Background: an optimization exercise with open tools, aiming at small area and a short achievable clock period. Do not read the settings as production practice. The RTL was checked by simulation tests, not by an equivalence proof against the original design. Power is estimated from default activity; no workload was simulated.

==> flow/design.v, too long to show whole: its modules and the start of the top module <==
// module fp32_mul: 1483 lines
// module fp32_mul_fa: 7 lines
// module fp32_mul_ha: 7 lines
module fp32_mul (
    input wire          clk         ,
    input wire          rst_n       ,
    input wire [31:0]   a           ,        
    input wire [31:0]   b           ,        
    input wire          in_valid    ,        
    output reg          out_valid   ,        
    output reg [31:0]   result               
);
  // ...
==> flow/flow/run.sh <==
#!/bin/bash
# The standard layout (standard.sh) with two changes: the ports are buffered
# by buf_2 cells instead of the default delay buffers, and the setup repair
# aims for a slack of 6 ns. Synthesis is unchanged.
set -euo pipefail
sed "s/SETUP_SLACK_MARGIN=[0-9.]*/SETUP_SLACK_MARGIN=6/" standard.sh > standard_margin.sh
bash standard_margin.sh BUFFER_PORTS_ARGS="-buffer_cell sky130_fd_sc_hd__buf_2" finish > flow_make.log 2>&1
==> flow/standard.sh <==
#!/bin/bash
# synth_recipe.tcl (not shown) runs the flow's synth.tcl, then flattens the netlist and writes it again
# the make line also repeats each setting of config.mk as NAME=value (left out here)
make -C /OpenROAD-flow-scripts/flow DESIGN_CONFIG=/design/flow/config.mk WORK_HOME=/design/flow/orfs CLKGATE_MAP_FILE= SYNTH_SCRIPT=/design/flow/synth_recipe.tcl "${@:-finish}"
==> flow/config.mk <==
export PLATFORM = sky130hd
export DESIGN_NAME = fp32_mul
export DESIGN_NICKNAME = fp32_mul
export VERILOG_FILES = /design/flow/design.v
export SDC_FILE = /design/flow/constraint.sdc
export NUM_CORES = 4
export LEC_CHECK = 0
export ABC_AREA = 1
export CAP_MARGIN = 20
export CORE_MARGIN = 2
export CORE_UTILIZATION = 60
export SETUP_SLACK_MARGIN = 5
export SLEW_MARGIN = 20
export SYNTH_HIERARCHICAL = 1
export SYNTH_MINIMUM_KEEP_SIZE = 0
==> flow/constraint.sdc <==
create_clock -name core_clock -period 10.0 [get_ports {clk}]
set_input_delay 2.0000 -clock core_clock [delete_from_list [all_inputs] [get_ports {clk}]]
set_output_delay 2.0000 -clock core_clock [all_outputs]
set_load 0.01 [all_outputs]
==> impl_metrics.ini, run 1 <==
[layout]
bufAreaShareNonClock_pct = 8.09
mostFrequentLayoutCells = nand2_1, xor2_1, o22ai_1
nNonClkInverters = 309
antennaDiodeCount = 0
flow.area_growth_from_synthesis_pct = 16.2

[worst_setup_path]
worst_r2r_startpoint = s1_yf[5]$_DFF_P_
path_cells = buf_12 -> nor2_1 -> inv_2 -> nand2_4 -> nand2_8 -> o22ai_1 -> xor2_1 -> fa_1 -> fa_1 -> fa_1 -> fa_1 -> fa_1
critPathTopFamily = adder cells

[clock_network]
clock_latency_ns = 0.48

[detailed_routing]
met3_wirelength_um = 10300
sum_of_met2_wire_segment_lengths_after_detailed_routing_um = 34800

[power_and_ir_drop]
ir_drop_mv = 0.255
p_comb_share_pct = 75.3
seq_pwr_mw = 1.15
power.largest_group = combinational cells
pwr.group.clock_mw = 0.718

[floorplanning]
placeableCoreArea_um2 = 36500
dieArea_um2 = 38600
floorplan.die.height_um = 196

[synth]
synthMostInstantiatedCell = nand2_1
synthAdderAreaFrac_pct = 30.3

[hold_path]
worst_hold_startpoint = s1_nan$_DFF_P_

[outcome]
status = complete, no violations

[grt]
gr-usage-met2_pct = 61.5
grt_util_met1_pct = 47.3

[timing]
worst_slack_ns = 5.92
min_period_ns = 4.08
==> inputs of run 2 (changes only) <==
--- a/flow/config.mk
+++ b/flow/config.mk
@@ -10,3 +10,3 @@
 export CORE_MARGIN = 2
-export CORE_UTILIZATION = 60
+export CORE_UTILIZATION = 40
 export SETUP_SLACK_MARGIN = 5
@@ -15 +15,2 @@
 export SYNTH_MINIMUM_KEEP_SIZE = 0
+export TNS_END_PERCENT = 10
==> impl_metrics.ini, run 2 <==
[worst_setup_path]
worstSetupPathType = reg2reg
timing.critical_path.arrival_ns = 4.45
critPathCaptureType = flip-flop
worst-path-max-fanout = 12
worst_ep_required_time_ns = 10.36
critical_path.startpoint_type = flip-flop

[timing]
fmax_ghz = 0.244
tightest_slew_ns = 1.09
final_number_of_setup_violating_endpoints = 0
max-slew-margin-rel_pct = 26.9
finalHoldViolCount = 0
min_period_ns = 4.09
unrepaired_setup_endpoints_after_global_routing = true
fin_tns_setup_ns = 0
fin_worst_skew_ns = 0.0169
tcrit_tclk_final_pct = 40.9
final-max-slew-violation-count = 0

[clock_network]
clkSlewWorstSetupHoldPaths_ns = 0.09
cts-htree-levels = 4
cts-buffers-inserted = 17
clock_latency_ns = 0.49
clock_tree.root_cell = clkbuf_16
clock_sink_count = 190
cts_hold_buffers = 0
tritoncts_clock_tree = yes
clock_path_buffers = 2

[synth]
synthesis.area_per_instance_um2 = 8.03
yosys-top-cells-count = nand2_1, o22ai_1, inv_1, xor2_1, fa_1
synth.distinct_cells = 55
synth-main-ff-cell = dfxtp_1
synth_edf_count = 0
synthDominantAreaCellType = fa_1
post_synth_instance_area_um2 = 22200
syn-instance-count = 2768
synth_top_cells_by_area = fa_1, dfxtp_1, xor2_1
async_set_reset_flop_share_out_of_synthesis_pct = 1.58
postSynthRegisterBits = 190
yosysSeqAreaShare_pct = 17.2
synthDominantCellAreaShare_pct = 24.5
yosysWarningCount = 7
synthMostInstantiatedCell = nand2_1

[placement]
placement.cell_area_um2 = 23400
half_perimeter_wire_length_of_the_detailed_placement_result_um = 52200
place.detailed.instances = 3503
place.gp.congestion = 0.917
portBuffers = 99

[layout]
area_of_the_multi_input_gates_um2 = 17100
regMostFlops = s2_hb
largest_register_ff_count = 60
flow.area_growth_from_synthesis_pct = 13.9
layout_commonest_cell = nand2_1
regs_by_ff_count = s2_hb: 60 flops, result: 32 flops
fin_area_um2 = 25300
seq_area_um2 = 3830
mostFrequentLayoutCells = nand2_1, o22ai_1, xor2_1
stdcell_count = 3606
drive_gt1_share_pct = 14.1
fill_cells = 5312
fin_nets = 3287

[floorplanning]
die_w_um = 240
floorplan.die.height_um = 240
initial_core_util_pct = 40.4
boundaryPins = 100
placeableCoreArea_um2 = 55000
num_rows = 86
dieArea_um2 = 57500

[grt]
vias_in_the_first_global_route = 21000
grt_pass1_wl_um = 117000
remaining_global_route_overflow = 0
global_route.usage.total_pct = 26.2
antenna_found_initial = 1
grt_max_degree = 32

[power_and_ir_drop]
total_leakage_power_nw = 11.1
power.internal_mw = 3.52
power.share.clock_pct = 9.6
power.density_nw_per_um2 = 290
p_comb_share_pct = 74.7
switching_power_summed_over_all_nets_mw = 3.82
swShare_pct = 52.0
portion_of_total_power_attributed_to_sequential_cells_pct = 15.7
ir_drop_mv = 0.133

[detailed_routing]
vias_per_cell = 5.82
route.detailed.drc = 0
detailroute.via_count = 21000
first_pass_iters = 6
drt_first_iter_violations = 2182
wl_per_cell_um = 21.1
post_route_wl_um = 76100
antenna_violating_nets_post_route = 0

[hold_path]
min_path_type = reg2reg

[flow_run]
maxCapViolations = 0

[outcome]
status = complete, no violations
==> run 2: changes by cell type in the layout (fill, tap and decap cells not counted), sizes merged, moves of 2 or more <==
| cell | delta |
|---|---|
| buf | -54 |
| nor2 | -5 |
| nand2 | -3 |
| clkbuf | -2 |
| clkinvlp | +2 |
==> run 2: final cells by class <==
cell class,instances,share of cell area [%]
Antenna cell,1,0.00988
Clock inverter,15,0.795
Sequential cell,190,15.1
Timing Repair Buffer,191,6.20
Inverter,299,4.62
Tap cell,748,3.70
Multi-Input combinational cell,2135,67.6
Timing Repair inverter,10,0.247
Clock buffer,17,1.68
==> run 2: per-module statistics from Yosys (local to each module, per instance) <==
module	cell area (µm²)	flip-flops and latches
fp32_mul_fa	20.0	0
fp32_mul_ha	12.5	0
fp32_mul	16500	190
==> run 2: final timing paths <==
path,startpoint,endpoint,slack (ns),cells past startpoint
max,s1_xf[13]$_DFF_P_,s2_hb[7]$_DFF_P_,5.91,8
min,s1_sign$_DFF_P_,s2_sign$_DFF_P_,0.33,0
max reg2reg,s1_xf[13]$_DFF_P_,s2_hb[7]$_DFF_P_,5.91,8
min reg2reg,s1_sign$_DFF_P_,s2_sign$_DFF_P_,0.33,0
max in group asynchronous,rst_n,out_valid$_DFF_PN0_,8.61,1
min in group asynchronous,rst_n,s2_valid$_DFF_PN0_,1.29,1
==> run 2: cell families (layout without fill, tap and decap cells) <==
group,Yosys count,count (layout),synth area share [%]
XOR/XNOR,283,283,11.1
AND/OR/NAND/NOR,954,960,19.1
other,2,14,0.0338
adder cells (fa/ha/maj),376,376,30.3
buffers and inverters,460,532,8.00
AO/OA/AOI/OAI,503,503,14.2
flip-flops,190,190,17.2
==> run 2: repair_timing <==
action,in CTS,in global routing
buffers inserted,29,14
resized for setup,110,54
pin swaps,7,10
setup endpoints to repair,104,118
endpoints found under the hold margin,0,0
gates cloned,17,10
==> run 2: power groups by stage <==
stage               logic, mW  registers, mW  clock network [mW]
CTS                      5.46           1.15               0.725
detailed placement       5.38           1.16                   0
global route             6.26           1.17               0.754
global placement         5.26           1.16                   0
finish                   5.48           1.15               0.708
floorplan                4.01           1.16                   0
==> run 2: per-layer routing <==
layer  wire length [µm]  track usage (%)  vias to the layer above
li1                   -                -                     9409
met2              34700             42.7                     1197
met1              29600             32.4                    10100
met3               7340             5.46                      263
met4               4360             14.3                        0
met5                  0                0                        -
==> run 2: critical path, cell delays in order, from the launching register on <==
cell	delay, ns
dfxtp_1	0.65
clkinvlp_4	0.51
o22ai_1	0.27
xor2_1	0.22
fa_1	0.46
fa_1	0.53
fa_1	0.42
fa_1	0.51
fa_1	0.40
==> run 2: through the flow <==
stage,worst slack [ns],power [mW],hold slack (ns),utilization [%]
final,5.91,7.34,0.331,46.1
after detailed placement,4.77,6.54,0.316,42.5
after global placement,4.68,6.42,0.314,42.4
after CTS,5.96,7.33,0.335,45.2
after global routing,5.86,8.19,0.339,46.0
after floorplan,5.96,5.17,0.310,-
==> inputs of run 3 (changes only) <==
--- a/flow/config.mk
+++ b/flow/config.mk
@@ -11,2 +11,3 @@
 export CORE_UTILIZATION = 40
+export CTS_BUF_LIST = sky130_fd_sc_hd__clkbuf_8
 export SETUP_SLACK_MARGIN = 5
@@ -15,2 +16 @@
 export SYNTH_MINIMUM_KEEP_SIZE = 0
-export TNS_END_PERCENT = 10
==> impl_metrics.ini, run 3 <==
[timing]
max-slew-margin-rel_pct = 13.2
final-max-slew-violation-count = 0
worst_slack_ns = 5.96
tcrit_tclk_final_pct = 40.4
fin_tns_setup_ns = 0
unrepaired_setup_endpoints_after_global_routing = true
final_number_of_setup_violating_endpoints = 0
fmax_ghz = 0.247
fin_worst_skew_ns = 0.0254
finalHoldViolCount = 0
min_period_ns = 4.04
tightest_slew_ns = 1.30

[placement]
half_perimeter_wire_length_of_the_detailed_placement_result_um = 52300
place.gp.congestion = 0.925
dp_worst_setup_slack_ns = 4.20
portBuffers = 99

[grt]
grt_max_degree = 31
global_route.usage.total_pct = 26.8
vias_in_the_first_global_route = 21300
antenna_found_initial = 0
grt_pass1_wl_um = 119000
remaining_global_route_overflow = 0

[detailed_routing]
drt_first_iter_violations = 2525
wl_per_cell_um = 22.2
first_pass_iters = 6
antenna_violating_nets_post_route = 0
route.detailed.drc = 0
vias_per_cell = 5.88
post_route_wl_um = 81000
detailroute.via_count = 21500

[outcome]
status = complete, no violations

[power_and_ir_drop]
power.density_nw_per_um2 = 282
ir_drop_mv = 0.159
total_leakage_power_nw = 11.3

[layout]
fin_nets = 3329
fill_cells = 5266
antennaDiodeCount = 0
mostFrequentLayoutCells = nand2_1, xor2_1, o22ai_1
largest_register_ff_count = 60
regMostFlops = s2_hb
layout_commonest_cell = nand2_1
flow.area_growth_from_synthesis_pct = 16.9
regs_by_ff_count = s2_hb: 60 flops, result: 32 flops
drive_gt1_share_pct = 17.4

[synth]
synthDominantAreaCellType = fa_1
yosysSeqAreaShare_pct = 17.2
yosysWarningCount = 7
syn-instance-count = 2768
yosys-top-cells-count = nand2_1, o22ai_1, inv_1, xor2_1, fa_1
synth-main-ff-cell = dfxtp_1
async_set_reset_flop_share_out_of_synthesis_pct = 1.58
post_synth_instance_area_um2 = 22200
synthesis.area_per_instance_um2 = 8.03
postSynthRegisterBits = 190
synth.distinct_cells = 55
synthDominantCellAreaShare_pct = 24.5
synth_top_cells_by_area = fa_1, dfxtp_1, xor2_1
synth_edf_count = 0
synthMostInstantiatedCell = nand2_1

[worst_setup_path]
path_cells = buf_12 -> clkinvlp_4 -> o21ai_4 -> buf_6 -> o22ai_1 -> xor2_1 -> fa_1 -> fa_1 -> fa_1 -> fa_1 -> fa_1
crit_buf_inv = 3
timing.critical_path.arrival_ns = 4.46
critical_path.max_stage_delay_ns = 0.56
worst_ep_required_time_ns = 10.42
critical_path.startpoint_type = flip-flop
worst-path-max-fanout = 6
worst_path_max_delay_cell = fa_1
worst_path_most_repeated_cell = fa_1
critPathCaptureType = flip-flop
worstSetupPathType = reg2reg
critPathTopFamily = adder cells

[clock_network]
clkSlewWorstSetupHoldPaths_ns = 0.12
cts-buffers-inserted = 17
clock_path_buffers = 2
clock_latency_ns = 0.55
tritoncts_clock_tree = yes
cts_hold_buffers = 0
clock_tree.root_cell = clkbuf_8
clock_sink_count = 190
cts-htree-levels = 4

[floorplanning]
initial_core_util_pct = 40.4
placeableCoreArea_um2 = 55000
boundaryPins = 100
num_rows = 86
dieArea_um2 = 57500
die_w_um = 240
floorplan.die.height_um = 240

[hold_path]
min_path_type = reg2reg

[flow_run]
maxCapViolations = 0
-- run 3: worst paths after layout --
kind                                   startpoint                  end  slack (ns)  depth (start not counted)
worst max-delay path            s1_yf[21]$_DFF_P_    s2_hb[11]$_DFF_P_        5.96                         11
worst min-delay path              s1_sign$_DFF_P_      s2_sign$_DFF_P_        0.35                          0
worst max register to register  s1_yf[21]$_DFF_P_    s2_hb[11]$_DFF_P_        5.96                         11
worst min register to register    s1_sign$_DFF_P_      s2_sign$_DFF_P_        0.35                          0
max in group asynchronous                   rst_n   s2_valid$_DFF_PN0_        8.68                          1
min in group asynchronous                   rst_n  out_valid$_DFF_PN0_        1.22                          1
-- run 3: power breakdown --
group / leakage [nW] / switching, mW / total [mW] / internal (mW)
Clock: 0.213 / 0.343 / 0.540 / 0.197
Combinational: 9.51 / 3.43 / 5.63 / 2.19
Sequential: 1.61 / 0.0946 / 1.15 / 1.06
-- run 3: kinds of logic (layout without fill, tap and decap cells) --
| kind of cell | count (synthesis) | count (layout) | synth area share (%) |
|---|---|---|---|
| flip-flops | 190 | 190 | 17.2 |
| AND/OR/NAND/NOR | 954 | 970 | 19.1 |
| XOR/XNOR | 283 | 283 | 11.1 |
| other | 2 | 13 | 0.0338 |
| adder cells (fa/ha/maj) | 376 | 376 | 30.3 |
| buffers and inverters | 460 | 564 | 8.00 |
| AO/OA/AOI/OAI | 503 | 503 | 14.2 |
-- run 3: modules after synthesis (local to each module, per instance) --
module	flip-flops and latches	cell area, µm²	cells	times used
fp32_mul_ha	0	12.5	1	32
fp32_mul_fa	0	20.0	1	264
fp32_mul	190	16500	2472	1
-- run 3: per-stage QoR --
step	std cells	cell area (µm²)	util [%]	hold slack, ns	power [mW]
2_1_floorplan	2779	22300	-	0.310	5.17
3_3_place_gp	3501	23300	42.4	0.314	6.42
3_5_place_dp	3501	23300	42.4	0.315	6.56
4_1_cts	3584	24800	45.2	0.350	7.19
5_1_grt	3647	26000	47.3	0.357	8.17
6_report	3647	26000	47.3	0.349	7.32
-- run 3: metal layers --
layer	wire length (µm)	vias to the layer above	GRT usage, %	share of wire (%)
met5	0	-	0	0
li1	-	9507	-	-
met3	8400	345	5.52	10
met2	36600	1397	43.6	45
met1	31200	10200	33.2	38
met4	4880	0	14.7	6.0
-- run 3: layout make-up --
class	count	area, µm²	share of cell area [%]
multi-input combinational	2145	17500	67.3
sequential	190	3860	14.9
timing repair buffer	222	2000	7.71
inverter	299	1180	4.55
tap	748	936	3.60
clock buffer	17	234	0.900
clock inverter	15	201	0.775
timing repair inverter	11	70.1	0.270
-- run 3: repair_timing --
action | CTS | global route
setup buffers | 27 | 44
pin swaps | 9 | 48
gates cloned | 24 | 19
resized for setup | 131 | 141
endpoints found under the setup margin | 103 | 116
==> inputs of run 4 (changes only) <==
--- a/flow/config.mk
+++ b/flow/config.mk
@@ -11,3 +11,3 @@
 export CORE_UTILIZATION = 40
-export CTS_BUF_LIST = sky130_fd_sc_hd__clkbuf_8
+export GPL_ROUTABILITY_DRIVEN = 0
 export SETUP_SLACK_MARGIN = 5
==> impl_metrics.ini, run 4 <==
[synth]
postSynthRegisterBits = 190
yosysWarningCount = 7
yosys-top-cells-count = nand2_1, o22ai_1, inv_1, xor2_1, fa_1
yosysSeqAreaShare_pct = 17.2
synth.distinct_cells = 55
async_set_reset_flop_share_out_of_synthesis_pct = 1.58
synthesis.area_per_instance_um2 = 8.03
synthDominantCellAreaShare_pct = 24.5
synthDominantAreaCellType = fa_1
post_synth_instance_area_um2 = 22200
syn-instance-count = 2768
synth_edf_count = 0
synth_top_cells_by_area = fa_1, dfxtp_1, xor2_1
synth-main-ff-cell = dfxtp_1
synthMostInstantiatedCell = nand2_1

[floorplanning]
boundaryPins = 100
placeableCoreArea_um2 = 55000
initial_core_util_pct = 40.4
floorplan.die.height_um = 240
dieArea_um2 = 57500
num_rows = 86
die_w_um = 240

[timing]
fmax_ghz = 0.247
unrepaired_setup_endpoints_after_global_routing = true
final-max-slew-violation-count = 0
fin_tns_setup_ns = 0
final_number_of_setup_violating_endpoints = 0
tcrit_tclk_final_pct = 40.4
tightest_slew_ns = 1.17
max-slew-margin-rel_pct = 21.4
fin_worst_skew_ns = 0.0163
min_period_ns = 4.04
finalHoldViolCount = 0

[detailed_routing]
vias_per_cell = 5.87
drt_first_iter_violations = 2669
route.detailed.drc = 0
post_route_wl_um = 78200
first_pass_iters = 6
detailroute.via_count = 21600
antenna_violating_nets_post_route = 0
wl_per_cell_um = 21.3

[layout]
antennaDiodeCount = 0
layout_commonest_cell = nand2_1
regs_by_ff_count = s2_hb: 60 flops, result: 32 flops
largest_register_ff_count = 60
flow.area_growth_from_synthesis_pct = 18.2
regMostFlops = s2_hb
drive_gt1_share_pct = 18.2
mostFrequentLayoutCells = nand2_1, o22ai_1, xor2_1
fin_nets = 3358

[clock_network]
clkSlewWorstSetupHoldPaths_ns = 0.08
tritoncts_clock_tree = yes
cts-htree-levels = 4
clock_tree.root_cell = clkbuf_16
cts-buffers-inserted = 17
clock_path_buffers = 2
clock_latency_ns = 0.51
clock_sink_count = 190

[grt]
vias_in_the_first_global_route = 20600
remaining_global_route_overflow = 0
antenna_found_initial = 0
global_route.usage.total_pct = 25.9
grt_pass1_wl_um = 114000
grt_max_degree = 31

[worst_setup_path]
worst-path-max-fanout = 5
worst-r2r-setup-slack_ns = 5.96
worst_ep_required_time_ns = 10.38
worst_path_max_delay_cell = fa_1
critical_path.startpoint_type = flip-flop
worstSetupPathType = reg2reg
crit-reg2reg-capture = s2_hb[27]$_DFF_P_
worst_path_most_repeated_cell = fa_1
timing.critical_path.arrival_ns = 4.43
ff2ff_path_depth = 12
path_cells = buf_12 -> clkinvlp_4 -> ha_4 -> buf_12 -> clkinvlp_4 -> o22ai_2 -> inv_2 -> fa_1 -> fa_1 -> fa_2 -> fa_2 -> fa_1
critPathTopFamily = adder cells
worst_r2r_startpoint = s1_yf[21]$_DFF_P_
critical_path.max_stage_delay_ns = 0.58
critPathCaptureType = flip-flop
crit_buf_inv = 5

[placement]
portBuffers = 99
half_perimeter_wire_length_of_the_detailed_placement_result_um = 51000

[hold_path]
worst_hold_startpoint = s1_zero$_DFF_P_
min_path_type = reg2reg
worstHoldPathCells = 0
worstHoldEndpoint = s2_zero$_DFF_P_

[outcome]
status = complete, no violations

[power_and_ir_drop]
power.density_nw_per_um2 = 283
ir_drop_mv = 0.161
total_leakage_power_nw = 11.5
report.power.total_mw = 7.44

[flow_run]
maxCapViolations = 0
==> run 4: cell counts after synthesis <==
No cell type changed its count.
==> run 4: kinds of logic (layout without fill, tap and decap cells) <==
| logic type | Yosys count | count (layout) | share of synthesized area (%) |
|---|---|---|---|
| compound gates | 503 | 503 | 14.2 |
| xor+xnor | 283 | 283 | 11.1 |
| fa+ha+maj | 376 | 376 | 30.3 |
| buf+inv | 460 | 594 | 8.00 |
| flops | 190 | 190 | 17.2 |
| other cells | 2 | 13 | 0.0338 |
| simple gates | 954 | 968 | 19.1 |
==> run 4: cell type report <==
type                    instances  area, µm²
well taps                     748        936
repair buffers                254       2210
clock buffers                  17        425
repair inverters               10       62.6
fillers                      5198      28700
multi-input cells            2143      17500
clock inverters                14        145
inverters                     299       1180
flip-flops and latches        190       3860
==> run 4: what timing repair did <==
item | 4_1_cts | 5_1_grt
pin swaps | 8 | 33
endpoints found under the setup margin | 104 | 108
hold buffers | 0 | 0
gates cloned | 21 | 19
buffers inserted | 28 | 75
resized for setup | 125 | 135
==> run 4: Yosys stat by module (local to each module, per instance) <==
module	flip-flops and latches	area (µm²)	times used
fp32_mul	190	16500	1
fp32_mul_fa	0	20.0	264
fp32_mul_ha	0	12.5	32
==> run 4: report_power, final <==
group / switching (mW) / total (mW) / internal [mW] / leakage [nW]
Combinational: 3.42 / 5.62 / 2.20 / 9.63
Sequential: 0.0916 / 1.15 / 1.06 / 1.61
Clock: 0.342 / 0.670 / 0.328 / 0.279
==> run 4: layer usage <==
layer	part of all wire [%]	vias to the layer above	routed length [µm]	GRT usage [%]
met4	6.2	0	4850	14.4
li1	-	9538	-	-
met2	44	1507	34300	40.4
met3	12	337	9230	6.44
met1	38	10200	29800	32.8
met5	0	-	0	0
==> run 4: how the worst max path moves through the flow <==
stage,startpoint,end,slack (ns),cells past startpoint
floorplan,s1_yf[19]$_DFF_P_,s2_hb[23]$_DFF_P_,5.99,11
global placement,a[25],s1_lz[0]$_DFF_P_,4.37,13
detailed placement,a[23],s1_xf[12]$_DFF_P_,4.49,16
CTS,s1_yf[13]$_DFF_P_,s2_hb[17]$_DFF_P_,5.99,13
global route,s1_yf[21]$_DFF_P_,s2_hb[29]$_DFF_P_,5.92,11
finish,s1_yf[21]$_DFF_P_,s2_hb[27]$_DFF_P_,5.96,12
==> run 4: stage by stage <==
stage	hold slack, ns	cell area (µm²)	worst slack, ns	util, %	cells
5_1_grt	0.323	26300	5.92	47.8	3675
3_5_place_dp	0.315	23300	4.49	42.4	3501
6_report	0.324	26300	5.96	47.8	3675
3_3_place_gp	0.315	23300	4.37	42.4	3499
4_1_cts	0.323	24900	5.99	45.3	3581
2_1_floorplan	0.310	22300	5.99	-	2779
==> inputs of run 5 (changes only) <==
--- a/flow/config.mk
+++ b/flow/config.mk
@@ -11,3 +11,3 @@
 export CORE_UTILIZATION = 40
-export GPL_ROUTABILITY_DRIVEN = 0
+export PLACE_DENSITY = 0.7
 export SETUP_SLACK_MARGIN = 5
==> impl_metrics.ini, run 5 <==
[detailed_routing]
post_route_wl_um = 75500
met3_wirelength_um = 9510
drt_first_iter_violations = 2931
wl_per_cell_um = 20.7
route.detailed.drc = 0
sum_of_met2_wire_segment_lengths_after_detailed_routing_um = 32300
vias_per_cell = 5.84
route.layer.met1.wl_um = 28600
top_signal_layer_used = met5
antenna_violating_nets_post_route = 0
detailroute.via_count = 21200
first_pass_iters = 8

[timing]
tcrit_tclk_final_pct = 40.5
fin_tns_setup_ns = 0
fmax_ghz = 0.247
final-max-slew-violation-count = 0
fin_worst_skew_ns = 0.0203
max-slew-margin-rel_pct = 44.2
tightest_slew_ns = 0.830
final_number_of_setup_violating_endpoints = 0
finalHoldViolCount = 0
unrepaired_setup_endpoints_after_global_routing = true
min_period_ns = 4.05

[floorplanning]
floorplan.die.height_um = 240
num_rows = 86
die_w_um = 240
boundaryPins = 100
placeableCoreArea_um2 = 55000
initial_core_util_pct = 40.4
dieArea_um2 = 57500

[grt]
vias_in_the_first_global_route = 19900
grt_pass1_wl_um = 111000
remaining_global_route_overflow = 0
antenna_found_initial = 1
global_route.usage.total_pct = 24.9
grt_max_degree = 31

[worst_setup_path]
critical_path.startpoint_type = flip-flop
critPathCaptureType = flip-flop
critical_path.max_stage_delay_ns = 0.55
crit_buf_inv = 2
critPathTopFamily = adder cells
timing.critical_path.from = s1_yf[1]$_DFF_P_
worst_path_most_repeated_cell = fa_1
worst-path-max-fanout = 16
worst_path_max_delay_cell = fa_1
timing.critical_path.arrival_ns = 4.43
path_cells = buf_12 -> nor2_1 -> inv_2 -> nand2_4 -> nand2_8 -> o21ai_0 -> xor2_1 -> fa_2 -> fa_2 -> fa_1 -> fa_1 -> fa_1
worst_r2r_startpoint = s1_yf[1]$_DFF_P_
worst_ep_required_time_ns = 10.38
worstSetupPathType = reg2reg

[layout]
fill_cells = 5143
largest_register_ff_count = 60
area_of_the_multi_input_gates_um2 = 17500
drive_gt1_share_pct = 16.6
flow.area_growth_from_synthesis_pct = 16.8
regMostFlops = s2_hb
seq_area_um2 = 3860
layout_commonest_cell = nand2_1
mostFrequentLayoutCells = nand2_1, xor2_1, o22ai_1
stdcell_count = 3638
regs_by_ff_count = s2_hb: 60 flops, result: 32 flops
fin_nets = 3319

[clock_network]
clock_sink_count = 190
cts-htree-levels = 4
cts-buffers-inserted = 17
tritoncts_clock_tree = yes
clock_path_buffers = 2
clkSlewWorstSetupHoldPaths_ns = 0.08
clock_tree.root_cell = clkbuf_16
clock_latency_ns = 0.51

[power_and_ir_drop]
ir_drop_mv = 0.149
total_leakage_power_nw = 11.4
power.density_nw_per_um2 = 289

[placement]
place.detailed.instances = 3506
portBuffers = 99
half_perimeter_wire_length_of_the_detailed_placement_result_um = 48200
place.gp.congestion = 0.926

[synth]
post_synth_instance_area_um2 = 22200
yosys-top-cells-count = nand2_1, o22ai_1, inv_1, xor2_1, fa_1
yosysSeqAreaShare_pct = 17.2
synthMostInstantiatedCell = nand2_1
yosysWarningCount = 7
synth.distinct_cells = 55
synth-main-ff-cell = dfxtp_1
synthesis.area_per_instance_um2 = 8.03
synthDominantCellAreaShare_pct = 24.5
async_set_reset_flop_share_out_of_synthesis_pct = 1.58
syn-instance-count = 2768
synth_top_cells_by_area = fa_1, dfxtp_1, xor2_1
synthDominantAreaCellType = fa_1
synth_edf_count = 0
postSynthRegisterBits = 190

[outcome]
status = complete, no violations

[hold_path]
min_path_type = reg2reg
worst_hold_startpoint = s1_zero$_DFF_P_

[flow_run]
maxCapViolations = 0
## run 5: cell counts after synthesis
Identical to the previous run, type by type.
## run 5: through the flow
step                power [mW]  setup slack (ns)  hold WS (ns)  cell area, µm²  utilization (%)
floorplan                 5.17              5.99         0.310           22300                -
global placement          6.37              4.37         0.311           23400             42.5
detailed placement        6.51              4.58         0.316           23400             42.5
CTS                       7.38              5.98         0.334           24900             45.4
global route              8.32              5.90         0.336           26000             47.2
finish                    7.50              5.95         0.335           26000             47.2
## run 5: final cells by class
cell class / instances / area share, %
multi-input combinational: 2144 / 67.2
inverter: 299 / 4.49
clock inverter: 14 / 0.838
timing repair buffer: 216 / 7.08
clock buffer: 18 / 1.69
antenna: 1 / 0.00963
tap: 748 / 3.60
timing repair inverter: 8 / 0.193
sequential: 190 / 14.9
## run 5: modules after synthesis (local to each module, per instance)
module       cell area, µm²  times used  flip-flops and latches  cells inside
fp32_mul              16500           1                     190          2472
fp32_mul_fa            20.0         264                       0             1
fp32_mul_ha            12.5          32                       0             1
## run 5: cells by family (layout without fill, tap and decap cells)
logic type,after synthesis,count (layout),synth area share [%]
buffers and inverters,460,555,8.00
AOI/OAI and AO/OA,503,503,14.2
adders and majority gates,376,376,30.3
DFF,190,190,17.2
other,2,14,0.0338
xor gates and xnor gates,283,283,11.1
and+or+nand+nor,954,969,19.1
## run 5: path summary, 6_finish.rpt
check / cells past startpoint / slack, ns / to
max in group asynchronous: 1 / 8.62 / s1_valid$_DFF_PN0_
min in group asynchronous: 1 / 1.27 / out_valid$_DFF_PN0_
worst min register to register: 0 / 0.34 / s2_zero$_DFF_P_
worst max register to register: 12 / 5.95 / s2_hb[17]$_DFF_P_
worst min-delay path: 0 / 0.34 / s2_zero$_DFF_P_
worst max-delay path: 12 / 5.95 / s2_hb[17]$_DFF_P_
## run 5: power by group
group	internal (mW)	switching, mW
logic	2.20	3.40
registers	1.06	0.0906
clock network	0.393	0.361
## run 5: metal layers
layer  track usage, %  vias up
met5                0        -
met4             13.8        2
met3             8.32      355
met2             37.8     1489
met1             31.1     9929
li1                 -     9471
## run 5: repair_timing
action / CTS / global route
cloned: 19 / 18
hold buffers: 0 / 0
endpoints found under the setup margin: 100 / 102
resized for setup: 114 / 140
buffers inserted: 20 / 42
pin swaps: 8 / 46
==> inputs of run 6 (changes only) <==
--- a/flow/config.mk
+++ b/flow/config.mk
@@ -11,3 +11,2 @@
 export CORE_UTILIZATION = 40
-export PLACE_DENSITY = 0.7
 export SETUP_SLACK_MARGIN = 5
==> impl_metrics.ini, run 6 <==
[floorplanning]
boundaryPins = 100
initial_core_util_pct = 40.4
dieArea_um2 = 57500
die_w_um = 240
placeableCoreArea_um2 = 55000
num_rows = 86
floorplan.die.height_um = 240

[detailed_routing]
first_pass_iters = 5
antenna_violating_nets_post_route = 0
post_route_wl_um = 79700
wl_per_cell_um = 21.9
detailroute.via_count = 21300
drt_first_iter_violations = 2438
route.detailed.drc = 0
vias_per_cell = 5.84

[worst_setup_path]
timing.critical_path.arrival_ns = 4.35
worst_ep_required_time_ns = 10.36
worst_path_most_repeated_cell = fa_1
critical_path.startpoint_type = flip-flop
critical_path.max_stage_delay_ns = 0.53
worstSetupPathType = reg2reg
critPathCaptureType = flip-flop
worst_path_max_delay_cell = fa_1
path_cells = buf_12 -> clkinvlp_4 -> o21ai_4 -> clkbuf_4 -> o22ai_1 -> xor2_1 -> fa_1 -> fa_1 -> fa_1 -> fa_1 -> fa_1
worst-path-max-fanout = 6

[power_and_ir_drop]
p_comb_share_pct = 75.1
power.share.clock_pct = 9.5
power.density_nw_per_um2 = 287
portion_of_total_power_attributed_to_sequential_cells_pct = 15.4
ir_drop_mv = 0.162
swShare_pct = 52.0
switching_power_summed_over_all_nets_mw = 3.88
total_leakage_power_nw = 11.4
power.internal_mw = 3.59

[placement]
place.gp.congestion = 0.925
place.detailed.instances = 3501
portBuffers = 99
half_perimeter_wire_length_of_the_detailed_placement_result_um = 52300

[grt]
antenna_found_initial = 0
grt_max_degree = 31
vias_in_the_first_global_route = 21100
remaining_global_route_overflow = 0
grt_pass1_wl_um = 119000
global_route.usage.total_pct = 26.9

[clock_network]
clkSlewWorstSetupHoldPaths_ns = 0.09
clock_tree.root_cell = clkbuf_16
clock_sink_count = 190
clock_latency_ns = 0.49
tritoncts_clock_tree = yes
cts-htree-levels = 4
clock_path_buffers = 2
cts_hold_buffers = 0
cts-buffers-inserted = 17

[timing]
max-slew-margin-rel_pct = 7.29
final_number_of_setup_violating_endpoints = 0
final-max-slew-violation-count = 0
fmax_ghz = 0.251
tightest_slew_ns = 1.39
tcrit_tclk_final_pct = 39.9
fin_worst_skew_ns = 0.0157
min_period_ns = 3.99
unrepaired_setup_endpoints_after_global_routing = true
finalHoldViolCount = 0
fin_tns_setup_ns = 0

[flow_run]
maxCapViolations = 0

[synth]
synthDominantAreaCellType = fa_1
synthMostInstantiatedCell = nand2_1
async_set_reset_flop_share_out_of_synthesis_pct = 1.58
yosysWarningCount = 7
synth_top_cells_by_area = fa_1, dfxtp_1, xor2_1
synth.distinct_cells = 55
synth_edf_count = 0
synth-main-ff-cell = dfxtp_1
syn-instance-count = 2768
synthesis.area_per_instance_um2 = 8.03
yosys-top-cells-count = nand2_1, o22ai_1, inv_1, xor2_1, fa_1
post_synth_instance_area_um2 = 22200
synthDominantCellAreaShare_pct = 24.5
yosysSeqAreaShare_pct = 17.2
postSynthRegisterBits = 190

[layout]
regMostFlops = s2_hb
drive_gt1_share_pct = 17.2
antennaDiodeCount = 0
largest_register_ff_count = 60
final_util_pct = 47.3
layout_commonest_cell = nand2_1
flow.area_growth_from_synthesis_pct = 17.1
fin_nets = 3330
mostFrequentLayoutCells = nand2_1, o22ai_1, xor2_1
stdcell_count = 3648
regs_by_ff_count = s2_hb: 60 flops, result: 32 flops

[hold_path]
min_path_type = reg2reg

[outcome]
status = complete, no violations
run 6: cell counts after synthesis:
Identical to the previous run, type by type.
run 6: final timing paths:
path / cells after the start / endpoint / start / slack [ns]
max: 11 / s2_hb[31]$_DFF_P_ / s1_yf[21]$_DFF_P_ / 6.01
min in group asynchronous: 1 / out_valid$_DFF_PN0_ / rst_n / 1.29
max reg2reg: 11 / s2_hb[31]$_DFF_P_ / s1_yf[21]$_DFF_P_ / 6.01
min: 0 / s2_sign$_DFF_P_ / s1_sign$_DFF_P_ / 0.34
min reg2reg: 0 / s2_sign$_DFF_P_ / s1_sign$_DFF_P_ / 0.34
max in group asynchronous: 1 / s2_valid$_DFF_PN0_ / rst_n / 8.61
run 6: area by class of cell:
| cell class | instances | area [µm²] |
|---|---|---|
| Multi-Input combinational cell | 2146 | 17500 |
| Timing Repair Buffer | 222 | 1900 |
| Clock inverter | 15 | 201 |
| Tap cell | 748 | 936 |
| Inverter | 299 | 1180 |
| Fill cell | 5251 | 29000 |
| Sequential cell | 190 | 3850 |
| Clock buffer | 17 | 425 |
| Timing Repair inverter | 11 | 70.1 |
run 6: what timing repair did:
item | in CTS | in global routing
resized for setup | 140 | 122
setup endpoints to repair | 105 | 116
setup buffers | 26 | 47
cloned | 24 | 18
pin swaps | 11 | 48
run 6: metrics by stage:
step | total power, mW | instance area (µm²) | setup slack, ns | hold WS (ns)
after floorplan | 5.17 | 22300 | 5.99 | 0.310
after detailed placement | 6.56 | 23300 | 4.20 | 0.315
after global placement | 6.42 | 23300 | 4.22 | 0.314
final | 7.47 | 26000 | 6.01 | 0.340
after CTS | 7.38 | 25100 | 6.00 | 0.342
after global routing | 8.33 | 26000 | 5.96 | 0.352
run 6: cell families after synthesis:
| kind of cell | share of synthesized area, % |
|---|---|
| AOI/OAI and AO/OA | 14.2 |
| other | 0.0338 |
| xor gates and xnor gates | 11.1 |
| DFF | 17.2 |
| adders and majority gates | 30.3 |
| buffers and inverters | 8.00 |
| and+or+nand+nor | 19.1 |
run 6: worst max-delay path, delay by kind of cell, from the launching register on:
family,cells,cell delay [ns]
buf+inv,3,0.51
xor+xnor,1,0.23
flops,1,0.37
fa+ha+maj,5,2.39
compound gates,2,0.36
run 6: power by group through the flow:
stage / Sequential, mW / Combinational, mW / Clock, mW
floorplan: 1.16 / 4.01 / 0
global placement: 1.16 / 5.26 / 0
detailed placement: 1.16 / 5.40 / 0
CTS: 1.15 / 5.50 / 0.729
global route: 1.17 / 6.41 / 0.754
finish: 1.15 / 5.61 / 0.711
run 6: metal layers:
metal / part of all wire [%] / up-vias / wire [µm] / GRT usage, %
li1: - / 9504 / - / -
met1: 39 / 10200 / 31200 / 33.5
met2: 45 / 1313 / 36100 / 43.8
met4: 5.8 / 0 / 4610 / 14.1
met5: 0 / - / 0 / 0
met3: 9.8 / 302 / 7810 / 5.54
run 6: modules after synthesis (local to each module, per instance):
| module | flops+latches | times used |
|---|---|---|
| fp32_mul_ha | 0 | 32 |
| fp32_mul_fa | 0 | 264 |
| fp32_mul | 190 | 1 |
==> inputs of run 7 (changes only) <==
==> flow/flow/run.sh (replaced) <==
#!/bin/bash
# The standard layout (standard.sh) with two changes: the ports are buffered
# by buf_2 cells instead of the default delay buffers, and the setup repair
# aims for a slack of 6.25 ns. Synthesis is unchanged.
set -euo pipefail
sed "s/SETUP_SLACK_MARGIN=[0-9.]*/SETUP_SLACK_MARGIN=6.25/" standard.sh > standard_margin.sh
bash standard_margin.sh BUFFER_PORTS_ARGS="-buffer_cell sky130_fd_sc_hd__buf_2" finish > flow_make.log 2>&1
==> impl_metrics.ini, run 7 <==
[floorplanning]
placeableCoreArea_um2 = 55000
die_w_um = 240
boundaryPins = 100
initial_core_util_pct = 40.4
num_rows = 86
floorplan.die.height_um = 240
dieArea_um2 = 57500

[worst_setup_path]
critical_path.max_stage_delay_ns = 0.55
critical_path.startpoint_type = flip-flop
crit-reg2reg-capture = s2_hb[29]$_DFF_P_
worst_r2r_startpoint = s1_yf[9]$_DFF_P_
worstSetupPathType = reg2reg
worst-path-max-fanout = 12
path_cells = buf_12 -> nor2_1 -> inv_1 -> nand2_2 -> nand2_4 -> buf_12 -> o22ai_1 -> xor2_1 -> fa_1 -> fa_1 -> fa_2 -> fa_2 -> fa_1
worst_path_most_repeated_cell = fa_1
timing.critical_path.from = s1_yf[9]$_DFF_P_
worst_setup_path_endpoint = s2_hb[29]$_DFF_P_
ff2ff_path_depth = 13
worst-r2r-setup-slack_ns = 6.02
critPathCaptureType = flip-flop
worst_path_max_delay_cell = fa_2
timing.critical_path.arrival_ns = 4.36
worst_ep_required_time_ns = 10.38

[layout]
layout_commonest_cell = nand2_1
fill_cells = 4989
flow.area_growth_from_synthesis_pct = 25.6
regs_by_ff_count = s2_hb: 60 flops, result: 32 flops
stdcell_count = 3728
regMostFlops = s2_hb
largest_register_ff_count = 60
fin_nets = 3409
fin_area_um2 = 27900
mostFrequentLayoutCells = nand2_1, xor2_1, inv_1
drive_gt1_share_pct = 25.1

[timing]
unrepaired_setup_endpoints_after_global_routing = true
worst_slack_ns = 6.02
fmax_ghz = 0.252
tcrit_tclk_final_pct = 39.8
tightest_slew_ns = 0.896
finalHoldViolCount = 0
min_period_ns = 3.98
max-slew-margin-rel_pct = 40.2
final_number_of_setup_violating_endpoints = 0
final-max-slew-violation-count = 0
fin_tns_setup_ns = 0
fin_worst_skew_ns = 0.0214

[synth]
synthDominantCellAreaShare_pct = 24.5
syn-instance-count = 2768
synthDominantAreaCellType = fa_1
synth.distinct_cells = 55
yosysWarningCount = 7
synth_top_cells_by_area = fa_1, dfxtp_1, xor2_1
post_synth_instance_area_um2 = 22200
postSynthRegisterBits = 190
synth_edf_count = 0
yosys-top-cells-count = nand2_1, o22ai_1, inv_1, xor2_1, fa_1
async_set_reset_flop_share_out_of_synthesis_pct = 1.58
yosysSeqAreaShare_pct = 17.2
synth-main-ff-cell = dfxtp_1
synthMostInstantiatedCell = nand2_1
synthesis.area_per_instance_um2 = 8.03

[grt]
vias_in_the_first_global_route = 21800
global_route.usage.total_pct = 28.2
remaining_global_route_overflow = 0
antenna_found_initial = 2
grt_max_degree = 27
grt_pass1_wl_um = 124000

[detailed_routing]
wl_per_cell_um = 22.3
route.detailed.drc = 0
vias_per_cell = 5.98
drt_first_iter_violations = 2631
detailroute.via_count = 22300
post_route_wl_um = 83200
first_pass_iters = 7
antenna_violating_nets_post_route = 0

[outcome]
status = complete, no violations

[clock_network]
clock_sink_count = 190
clock_latency_ns = 0.52
cts-buffers-inserted = 17
cts-htree-levels = 4
clock_path_buffers = 2
tritoncts_clock_tree = yes
clkSlewWorstSetupHoldPaths_ns = 0.09
clock_tree.root_cell = clkbuf_16

[placement]
dp_worst_setup_slack_ns = 4.64
placement.cell_area_um2 = 23400
place.gp.congestion = 0.897
place.detailed.instances = 3497
half_perimeter_wire_length_of_the_detailed_placement_result_um = 50400
portBuffers = 99

[power_and_ir_drop]
total_leakage_power_nw = 12.0
report.power.total_mw = 7.72
ir_drop_mv = 0.157
power.density_nw_per_um2 = 277

[hold_path]
min_path_type = reg2reg

[flow_run]
maxCapViolations = 0
[run 7: cell types whose count changed in the layout (fill, tap and decap cells not counted), sizes merged]
cell	previous run	this run
bufbuf	7	11
clkinvlp	25	30
nand3	127	128
o21ai	70	71
clkinv	11	8
inv	289	288
clkbuf	22	18
nor2	197	199
nand2	526	535
diode	0	1
buf	210	275
[run 7: per-stage QoR]
stage          hold slack [ns]  util, %
2_1_floorplan            0.310        -
3_5_place_dp             0.313     42.5
6_report                 0.334     50.8
4_1_cts                  0.336     47.8
5_1_grt                  0.339     50.8
3_3_place_gp             0.311     42.5
[run 7: Yosys stat by module, one instance, submodules excluded]
module | cell area (µm²) | times used
fp32_mul | 16500 | 1
fp32_mul_fa | 20.0 | 264
fp32_mul_ha | 12.5 | 32
[run 7: cell families after synthesis]
| logic type | count (synthesis) | share of synthesized area, % |
|---|---|---|
| simple gates | 954 | 19.1 |
| buf+inv | 460 | 8.00 |
| flops | 190 | 17.2 |
| fa+ha+maj | 376 | 30.3 |
| other cells | 2 | 0.0338 |
| compound gates | 503 | 14.2 |
| xor+xnor | 283 | 11.1 |
[run 7: layout make-up]
cell class	instances	area [µm²]	share of cell area, %
timing repair buffer	287	2620	9.37
clock buffer	17	425	1.52
inverter	299	1210	4.35
antenna	1	2.50	0.00896
sequential	190	3880	13.9
tap	748	936	3.35
clock inverter	15	223	0.797
timing repair inverter	12	82.6	0.296
multi-input combinational	2159	18600	66.4
[run 7: repair_timing]
| action | CTS | global route |
|---|---|---|
| setup buffers | 84 | 57 |
| resized for setup | 260 | 226 |
| hold buffers | 0 | 0 |
| cloned | 45 | 12 |
| setup endpoints to repair | 135 | 119 |
| pin swaps | 67 | 127 |
[run 7: how the worst min path moves through the flow]
stage                     from               to  slack [ns]  cells past startpoint
3_3_place_gp   s1_sign$_DFF_P_  s2_sign$_DFF_P_        0.31                      0
6_report        s1_nan$_DFF_P_   s2_nan$_DFF_P_        0.33                      0
2_1_floorplan   s1_inf$_DFF_P_   s2_inf$_DFF_P_        0.31                      0
5_1_grt         s1_nan$_DFF_P_   s2_nan$_DFF_P_        0.34                      0
4_1_cts        s1_sign$_DFF_P_  s2_sign$_DFF_P_        0.34                      0
3_5_place_dp   s1_sign$_DFF_P_  s2_sign$_DFF_P_        0.31                      0
[run 7: metal layers]
| layer | vias to the layer above | track usage (%) | routed length (µm) |
|---|---|---|---|
| met4 | 0 | 16.6 | 5010 |
| li1 | 9671 | - | - |
| met3 | 361 | 7.61 | 9720 |
| met5 | - | 0 | 0 |
| met2 | 1507 | 43.4 | 36500 |
| met1 | 10800 | 35.4 | 32000 |
[run 7: critical path: cells and delay by family, from the launching register on]
kind / cells / cell delay [ns]
AOI/OAI and AO/OA: 1 / 0.16
DFF: 1 / 0.38
and+or+nand+nor: 3 / 0.30
adders and majority gates: 5 / 2.31
xor gates and xnor gates: 1 / 0.28
buffers and inverters: 3 / 0.40
[run 7: power by group]
group	internal, mW	switching, mW
clock	0.355	0.395
sequential	1.06	0.0923
combinational	2.31	3.52
total	3.72	4.00

-- static timing again, ports no longer ideal --
Ports are ideal in the flow. The routed layouts listed here were re-timed in OpenROAD.
Step 1 assumes that a clkbuf_16 drives the clock port and a buf_2 every other input.
Step 2 moves the port delays by t, midway between the first and last clock arrival at a register: inputs arrive t later, outputs are due t later. That takes back most of the time a late clock gives input paths.
Slacks: no drivers / after step 1 / after step 2; pairs: no drivers / after step 1.
run | t (ns) | setup WS [ns] | worst setup path at the end
run 1 | 0.530 | 5.921 / 5.920 / 5.602 | input to register
run 2 | 0.547 | 5.910 / 5.910 / 5.540 | input to register
run 3 | 0.591 | 5.957 / 5.957 / 5.514 | input to register
run 4 | 0.556 | 5.957 / 5.957 / 5.490 | input to register
run 5 | 0.564 | 5.950 / 5.950 / 5.564 | input to register
run 6 | 0.540 | 6.015 / 6.015 / 5.626 | input to register
run 7 | 0.566 | 6.024 / 6.024 / 5.759 | input to register
After both steps every run listed still meets setup and hold. For run 4, which loses most, drivers alone change the setup slack by 0.000 ns; drivers and shift together by -0.467 ns.
